Source: an optimization exercise on an open RTL-to-GDS flow (aim: small area). Production flows keep margins and buffers that such runs may drop. Only simulation tests tie the RTL to the original design; equivalence was not proved. Power and IR drop assume default switching activity.

the baseline:
==> module rf_dec4, before the edit <==
module rf_dec4(
    input en,
    input [3:0] addr,
    output [15:0] sel
    );
    wire [3:0] lo, hi;
    rf_pre2 u_lo (.addr(addr[1:0]), .sel(lo));
    assign hi[0] = en & ~addr[3] & ~addr[2];
    assign hi[1] = en & ~addr[3] &  addr[2];
    assign hi[2] = en &  addr[3] & ~addr[2];
    assign hi[3] = en &  addr[3] &  addr[2];
    genvar k;
    generate
        for (k = 0; k < 16; k = k + 1) begin : g_k
            rf_and2 u_and (.a(hi[k / 4]), .b(lo[k % 4]), .y(sel[k]));
        end
    endgenerate
endmodule
==> module rf_rdsel, before the edit <==
module rf_rdsel(
    input [15:0] valid,
    input [3:0] addr,
    output [15:0] sel
    );
    wire [3:0] lo, hi;
    rf_pre2 u_lo (.addr(addr[1:0]), .sel(lo));
    rf_pre2 u_hi (.addr(addr[3:2]), .sel(hi));
    genvar k;
    generate
        for (k = 0; k < 16; k = k + 1) begin : g_k
            assign sel[k] = valid[k] & hi[k / 4] & lo[k % 4];
        end
    endgenerate
endmodule
==> module rf_pre2, before the edit <==
module rf_pre2(
    input [1:0] addr,
    output [3:0] sel
    );
    assign sel[0] = ~addr[1] & ~addr[0];
    assign sel[1] = ~addr[1] &  addr[0];
    assign sel[2] =  addr[1] & ~addr[0];
    assign sel[3] =  addr[1] &  addr[0];
endmodule
==> flow/config.mk <==
export PLATFORM = sky130hd
export DESIGN_NAME = register_file_16bitsx16
export DESIGN_NICKNAME = register_file_16bitsx16
export VERILOG_FILES = /design/flow/design.v
export SDC_FILE = /design/flow/constraint.sdc
export NUM_CORES = 4
export LEC_CHECK = 0
export CAP_MARGIN = 20
export CORE_MARGIN = 2
export CORE_UTILIZATION = 60
export SLEW_MARGIN = 20
export SYNTH_HIERARCHICAL = 1
export SYNTH_MINIMUM_KEEP_SIZE = 0
==> flow/constraint.sdc <==
create_clock -name core_clock -period 5.0 [get_ports {clk}]
set_input_delay 1.0000 -clock core_clock [delete_from_list [all_inputs] [get_ports {clk}]]
set_output_delay 1.0000 -clock core_clock [all_outputs]
set_load 0.01 [all_outputs]
standard.sh (not shown) runs the stock make flow with config.mk's settings and CLKGATE_MAP_FILE= SYNTH_SCRIPT=/design/flow/synth_recipe.tcl, a recipe that flattens the netlist after the stock synthesis.
==> flow/flow/run.sh <==
#!/bin/bash
# Layout flow: the standard ORFS flow (standard.sh), unchanged except for
#  - the port buffers, which are buf_1 rather than the cell buffer_ports picks, and
#  - the clock tree, built from clkbuf_8 in clusters of at most 16 flip-flops
#    within 60 um, without dummy loads.
# The make output goes to standard.log; each ORFS step keeps its own log under
# orfs/logs/.
set -euo pipefail
export BUFFER_PORTS_ARGS="-buffer_cell sky130_fd_sc_hd__buf_1"
export CTS_ARGS="-sink_clustering_enable -repair_clock_nets -dont_use_dummy_load -buf_list {sky130_fd_sc_hd__clkbuf_8} -sink_clustering_size 16 -sink_clustering_max_diameter 60"
bash standard.sh > standard.log 2>&1
Here is what was changed in the inputs of the candidate compared with the baseline.
==> flow/design.v, changed modules only <==
module rf_dec4(
    input en,
    input [3:0] addr,
    output [15:0] sel
    );
    wire [3:0] lo, hi;
    assign lo[0] = ~addr[1] & ~addr[0];
    assign lo[1] = ~addr[1] &  addr[0];
    assign lo[2] =  addr[1] & ~addr[0];
    assign lo[3] =  addr[1] &  addr[0];
    assign hi[0] = en & ~addr[3] & ~addr[2];
    assign hi[1] = en & ~addr[3] &  addr[2];
    assign hi[2] = en &  addr[3] & ~addr[2];
    assign hi[3] = en &  addr[3] &  addr[2];
    genvar k;
    generate
        for (k = 0; k < 16; k = k + 1) begin : g_k
            rf_and2 u_and (.a(hi[k / 4]), .b(lo[k % 4]), .y(sel[k]));
        end
    endgenerate
endmodule
module rf_rdsel(
    input [15:0] valid,
    input [3:0] addr,
    output [15:0] sel
    );
    wire [3:0] lo, hi;
    assign lo[0] = ~addr[1] & ~addr[0];
    assign lo[1] = ~addr[1] &  addr[0];
    assign lo[2] =  addr[1] & ~addr[0];
    assign lo[3] =  addr[1] &  addr[0];
    assign hi[0] = ~addr[3] & ~addr[2];
    assign hi[1] = ~addr[3] &  addr[2];
    assign hi[2] =  addr[3] & ~addr[2];
    assign hi[3] =  addr[3] &  addr[2];
    genvar k;
    generate
        for (k = 0; k < 16; k = k + 1) begin : g_k
            assign sel[k] = valid[k] & hi[k / 4] & lo[k % 4];
        end
    endgenerate
endmodule
// module rf_pre2 removed
### Flow results
- No stage failed in the baseline, and the final checks on the layout all came back clean.
- The candidate: all stages complete, timing, DRC and antenna checks passed
- Amount of wire on met3 after detailed routing ended up 340 um higher on the candidate than on the baseline.
- Comparing the candidate and the baseline, minimum setup slack in the final design is lower on the candidate.
- [the candidate] total power per unit cell area rose about 0.3% relative to the baseline
- Between the baseline and the candidate, the proportion of power drawn by the clock network figures differ only marginally.
- The candidate vs. the baseline: actual slew at the worst max-slew pin saw an increase; post-detailed-routing wire length now larger.

what the ideal ports hide:
The flow's constraints put no driver on any port. The routed layouts listed below were extracted and timed again, unchanged, in two steps. Step 1, drivers: a clkbuf_16 drives clk and a buf_2 each remaining input, both assumed. Step 2, shift: input delay + t, output delay - t, t = (earliest + latest rising clock arrival at the registers) / 2. This alone moves slack from input paths to output paths. a / b / c = ideal / step 1 / step 2; a / b = the first two.
| run | shift t [ns] | slack for setup (ns) | worst setup path after step 2 | latest minus earliest clock arrival (ns) | pins driven straight from the clock port |
|---|---|---|---|---|---|
| the baseline | 0.569 | 1.194 / 1.155 / 1.723 | register to output | 0.033 / 0.033 | 1 |
| the candidate | 0.559 | 0.979 / 0.937 / 1.496 | register to output | 0.045 / 0.045 | 1 |
After both steps setup and hold are still met in every run listed.
